This is an optimization exercise on Yosys and OpenROAD, whose aim is small area, a short achievable clock period and few clock cycles per item, not a production implementation.
Only simulation tests tie the RTL to the original design; equivalence was not proved.

trial 31:
==> flow/design.v (excerpt) <==
module axis_averaging_filter #(
    parameter R_I=5, C_I=5, W_I=8, R_K=3, C_K=3,
              DEPTH = $clog2(R_K*C_K),
              LATENCY = DEPTH + 1)(
    input                       clk, rstn,
    output                      s_axis_averaging_ready,
    input                       s_axis_averaging_valid,
    input  [R_I*C_I*W_I-1:0]    s_axis_averaging_data,
    input                       m_axis_averaging_ready,
    output                      m_axis_averaging_valid,
    output [R_I*C_I*W_I-1:0]    m_axis_averaging_data
);
    wire [279:0] sums, sums_q;
    averaging_filter AVERAGING_FILTER (
        .img(s_axis_averaging_data),
        .sums(sums)
    );
    skid_buffer #(.WIDTH(280)) SKID (
        .clk(clk), .rstn(rstn),
        .s_ready(s_axis_averaging_ready),
        .s_valid(s_axis_averaging_valid),
        .s_data (sums),
        .m_ready(m_axis_averaging_ready),
        .m_valid(m_axis_averaging_valid),
        .m_data (sums_q)
    );
    divide_all DIVIDE (
        .sums(sums_q),
        .final_img(m_axis_averaging_data)
    );
endmodule
clock: 8.5 ns
lec_check: 0
cap_margin: 20
core_margin: 2
core_utilization: 55
cts_buf_list: sky130_fd_sc_hd__clkbuf_4 sky130_fd_sc_hd__clkbuf_8
slew_margin: 20
standard.sh (not shown) runs the stock make flow with config.mk's settings and CLKGATE_MAP_FILE= SYNTH_SCRIPT=/design/flow/synth_recipe.tcl, a recipe that flattens the netlist after the stock synthesis.
==> flow/flow/run.sh <==
#!/bin/bash
# Layout flow: the standard ORFS flow (standard.sh), except that
#  - the combinational leaf modules listed in flow/premap.json are mapped to
#    cells first (premap.py) and handed to the standard synthesis as fixed
#    netlists; registers and all other logic go through standard synthesis;
#  - the port buffers are sky130_fd_sc_hd__buf_1 cells.
# Each tool's output goes to a log file in this folder.
set -uo pipefail
cd "$(dirname "$0")/.."
if ! python3 flow/premap.py > premap.log 2>&1; then
    echo "premap failed, using the design as is" >> premap.log
    cp design.v design_premapped.v
fi
bash standard.sh VERILOG_FILES=$PWD/design_premapped.v \
    BUFFER_PORTS_ARGS="-buffer_cell sky130_fd_sc_hd__buf_1" > standard.log 2>&1
Other scripts of this flow, unchanged in this note and not shown: flow/flow/div9_w10.v, flow/flow/div9_w11.v, flow/flow/div9_w11p.v, flow/flow/div9_w12p.v, flow/flow/premap.json, flow/flow/premap.py
Testbench counts of trial 31, summed over its fixed seeds: cycles 2,056, items 2,048.
> inputs changed (trial 31 -> build 44)
--- a/flow/config.mk
+++ b/flow/config.mk
@@ -10,3 +10,4 @@
 export CORE_UTILIZATION = 55
 export CTS_BUF_LIST = sky130_fd_sc_hd__clkbuf_4 sky130_fd_sc_hd__clkbuf_8
+export SETUP_SLACK_MARGIN = 1.3
 export SLEW_MARGIN = 20
Findings:
The run with more routed wire is build 44, not trial 31. Trial 31 vs build 44, critical path launch point: SKID.m_data[144]$_DFFE_PP_ vs s_axis_averaging_data[96]. Looking at final critical path time including I/O delays and setup across build 44 and trial 31, the one that comes out higher is trial 31. Per the comparison of build 44 with trial 31, maximum fanout count along the critical path fell 1, per-cell routed wire length went up, met2 usage in global routing -0.36 points. Summary of build 44 over trial 31: transition time at the pin with the least slew margin went up 98 ps; full die area comparable.

* * *

## cedar
axis_averaging_filter, a different RTL version from the one above (not shown whole).
Size in the first run: ~270 flip-flops, roughly 410 I/O pins, roughly 26000 µm² of cells after synthesis.
Design axis_averaging_filter, start of the top module:
module axis_averaging_filter #(
    parameter R_I=5, C_I=5, W_I=8, R_K=3, C_K=3,
              DEPTH = $clog2(R_K*C_K),
              LATENCY = DEPTH + 1)(
    input                       clk, rstn,
    output                      s_axis_averaging_ready,
    input                       s_axis_averaging_valid,
    input  [R_I*C_I*W_I-1:0]    s_axis_averaging_data,
    input                       m_axis_averaging_ready,
    output                      m_axis_averaging_valid,
    output [R_I*C_I*W_I-1:0]    m_axis_averaging_data
);
Settings: LEC_CHECK=0, CAP_MARGIN=20, CORE_MARGIN=2, CORE_UTILIZATION=55, CTS_BUF_LIST=sky130_fd_sc_hd__clkbuf_8, CTS_CLUSTER_DIAMETER=60, CTS_CLUSTER_SIZE=15, SETUP_SLACK_MARGIN=1.8, SLEW_MARGIN=20; clock period 8.5 ns.
Scripts as last shown in full above: flow/flow/run.sh
Other scripts of this flow, unchanged in this note and not shown: flow/flow/div9_w10.v, flow/flow/div9_w11.v, flow/flow/div9_w11p.v, flow/flow/div9_w12p.v, flow/flow/premap.json, flow/flow/premap.py
Testbench counts of cedar, summed over its fixed seeds: cycles 2,056, items 2,048.
Modified inputs, xenon compared to cedar
# cedar
export LEC_CHECK = 0
export CAP_MARGIN = 20
export CORE_MARGIN = 2
export CORE_UTILIZATION = 55
export CTS_BUF_LIST = sky130_fd_sc_hd__clkbuf_8
export CTS_CLUSTER_DIAMETER = 60
export CTS_CLUSTER_SIZE = 15
export SETUP_SLACK_MARGIN = 1.8
export SLEW_MARGIN = 20
create_clock -name core_clock -period 8.5 [get_ports {clk}]
# xenon
export LEC_CHECK = 0
export CAP_MARGIN = 20
export CORE_MARGIN = 2
export CORE_UTILIZATION = 55
export CTS_BUF_LIST = sky130_fd_sc_hd__clkbuf_8
export CTS_CLUSTER_DIAMETER = 60
export CTS_CLUSTER_SIZE = 15
export GPL_ROUTABILITY_DRIVEN = 0
export SETUP_SLACK_MARGIN = 1.7
export SLEW_MARGIN = 20
create_clock -name core_clock -period 8.5 [get_ports {clk}]
Results
Side by side, global routing met3 resource utilization turned out lower in xenon than in cedar.
xenon falls short of cedar in worst setup slack.
xenon: arrival time at the worst endpoint is 80 ps higher than what cedar reported.
Delta (xenon minus cedar): pin count of the biggest net entering global routing increased by 110% relative to the old numbers, share of the cycle needed by the critical path after routing moved up, via count went down by 433.
From xenon to cedar, inserted tap cell count did not move at all.
xenon went all the way through synthesis, placement and routing and the layout is clean on timing, DRC and antenna.
Relative to xenon, the following input files were edited for fjord:
# xenon
export LEC_CHECK = 0
export CAP_MARGIN = 20
export CORE_MARGIN = 2
export CORE_UTILIZATION = 55
export CTS_BUF_LIST = sky130_fd_sc_hd__clkbuf_8
export CTS_CLUSTER_DIAMETER = 60
export CTS_CLUSTER_SIZE = 15
export GPL_ROUTABILITY_DRIVEN = 0
export SETUP_SLACK_MARGIN = 1.7
export SLEW_MARGIN = 20
create_clock -name core_clock -period 8.5 [get_ports {clk}]
# fjord
export LEC_CHECK = 0
export CAP_MARGIN = 20
export CORE_MARGIN = 2
export CORE_UTILIZATION = 55
export CTS_BUF_LIST = sky130_fd_sc_hd__clkbuf_8
export CTS_CLUSTER_DIAMETER = 60
export CTS_CLUSTER_SIZE = 15
export SETUP_SLACK_MARGIN = 2.1
export SLEW_MARGIN = 20
create_clock -name core_clock -period 8.5 [get_ports {clk}]
Notes after the runs:
- Re post-route worst setup slack: xenon was lower than fjord.
- Summary of fjord over xenon: non-clock buffering overhead in the final layout climbed 4.8 points, global-route wire length before repair climbed 6.2%, total length of routed wires climbed 8400 µm, routing usage on met2 climbed 3.0 points.
- NOTE: number of global-route vias before repair in fjord exceeds that of xenon
- Delta (fjord minus xenon): final layout net count rose by 6.7%.
Here is what was changed in the inputs of zinc compared with fjord.
# fjord
export LEC_CHECK = 0
export CAP_MARGIN = 20
export CORE_MARGIN = 2
export CORE_UTILIZATION = 55
export CTS_BUF_LIST = sky130_fd_sc_hd__clkbuf_8
export CTS_CLUSTER_DIAMETER = 60
export CTS_CLUSTER_SIZE = 15
export SETUP_SLACK_MARGIN = 2.1
export SLEW_MARGIN = 20
create_clock -name core_clock -period 8.5 [get_ports {clk}]
# zinc
export LEC_CHECK = 0
export CAP_MARGIN = 20
export CORE_MARGIN = 2
export CORE_UTILIZATION = 55
export CTS_BUF_LIST = sky130_fd_sc_hd__clkbuf_8
export CTS_CLUSTER_DIAMETER = 60
export CTS_CLUSTER_SIZE = 15
export SETUP_SLACK_MARGIN = 1.5
export SLEW_MARGIN = 20
create_clock -name core_clock -period 8.5 [get_ports {clk}]
Changes observed in zinc relative to fjord: critical path depth lower, summed area of non-filler cells in the final layout lower. Changes observed in zinc relative to fjord: number of antenna violations at the first check in global routing now sits higher; count of plain and timing-repair buffers went down; amount of wire on met2 after detailed routing shows a reduction of about 9%; routed wire length went down.

* * *

axis_averaging_filter with an RTL version that a note above also has.
Size in the first run: ~2100 cells after synthesis, about 270 flip-flops, about 410 I/O pins, ~0.026 mm^2 of cells after synthesis.
clock: 8.5 ns
lec_check: 0
cap_margin: 20
core_margin: 2
core_utilization: 55
cts_buf_list: sky130_fd_sc_hd__clkbuf_8
cts_cluster_diameter: 60
cts_cluster_size: 15
setup_slack_margin: 1.3
slew_margin: 20
Scripts as last shown in full above: flow/flow/run.sh
Other scripts of this flow, unchanged in this note and not shown: flow/flow/div9_w10.v, flow/flow/div9_w11.v, flow/flow/div9_w11p.v, flow/flow/div9_w12p.v, flow/flow/premap.json, flow/flow/premap.py
Testbench counts at the start, summed over its fixed seeds: cycles 2,056, items 2,048.
Change:
--- a/flow/config.mk
+++ b/flow/config.mk
@@ -10,5 +10,5 @@
 export CORE_UTILIZATION = 55
-export CTS_BUF_LIST = sky130_fd_sc_hd__clkbuf_8
+export CTS_BUF_LIST = sky130_fd_sc_hd__clkbuf_8 sky130_fd_sc_hd__clkbuf_16
 export CTS_CLUSTER_DIAMETER = 60
-export CTS_CLUSTER_SIZE = 15
+export CTS_CLUSTER_SIZE = 20
 export SETUP_SLACK_MARGIN = 1.3
Count of clock-buffer cells in the layout drops by 1.
Routed wire length climbs slightly.
Setup slack degrades by 0.036 ns.
Area after synthesis stays the same.
Core utilization climbs by 1.2 points.
Design area climbs slightly.
Global-route usage barely changes.
Sequential share of layout area drops by 0.54 points.
Change:
--- a/flow/config.mk
+++ b/flow/config.mk
@@ -10,5 +10,3 @@
 export CORE_UTILIZATION = 55
-export CTS_BUF_LIST = sky130_fd_sc_hd__clkbuf_8 sky130_fd_sc_hd__clkbuf_16
-export CTS_CLUSTER_DIAMETER = 60
-export CTS_CLUSTER_SIZE = 20
+export CTS_BUF_LIST = sky130_fd_sc_hd__clkbuf_4 sky130_fd_sc_hd__clkbuf_8
 export SETUP_SLACK_MARGIN = 1.3
Result: Worst setup slack improved by 0.049 ns. Final area came out lower by 0.40%. Routed wire length stays flat. Sequential share of layout area is higher by 0.11 points. Sequential cell count does not change. Hold slack hardly moves. Via count goes up by 0.38%. Critical path depth stays the same.

==> static timing again, ports no longer ideal <==
The flow's constraints put no driver on any port. The routed layouts listed below were extracted and timed again, unchanged, in two steps.
Step 1, drivers: a clkbuf_16 drives clk and a buf_2 each remaining input, both assumed.
Step 2, shift: input delay + t, output delay - t, t = (earliest + latest rising clock arrival at the registers) / 2. This alone moves slack from input paths to output paths.
a / b / c = ideal ports / drivers / drivers and shift; a / b = the first two.
| run | t (ns) | setup WS [ns] | pins driven straight from the clock port |
|---|---|---|---|
| trial 31 | 0.686 | 0.593 / 0.534 / 0.342 | 1 |
| build 44 | 0.684 | 1.396 / 1.433 / 0.749 | 1 |
| cedar | 0.685 | 1.885 / 1.849 / 1.227 | 1 |
| xenon | 0.685 | 1.819 / 1.781 / 1.162 | 1 |
| fjord | 0.701 | 1.945 / 1.886 / 1.395 | 1 |
| zinc | 0.688 | 1.613 / 1.622 / 0.959 | 1 |
| the first run of note 3 | 0.691 | 1.360 / 1.385 / 0.695 | 1 |
| the second run of note 3 | 0.651 | 1.324 / 1.359 / 0.707 | 1 |
| the third run of note 3 | 0.669 | 1.373 / 1.402 / 0.733 | 1 |
After both steps every run listed still meets setup and hold. The setup slack of the first run of note 3, which loses most, moves by +0.025 ns with the drivers and by -0.665 ns with both steps.
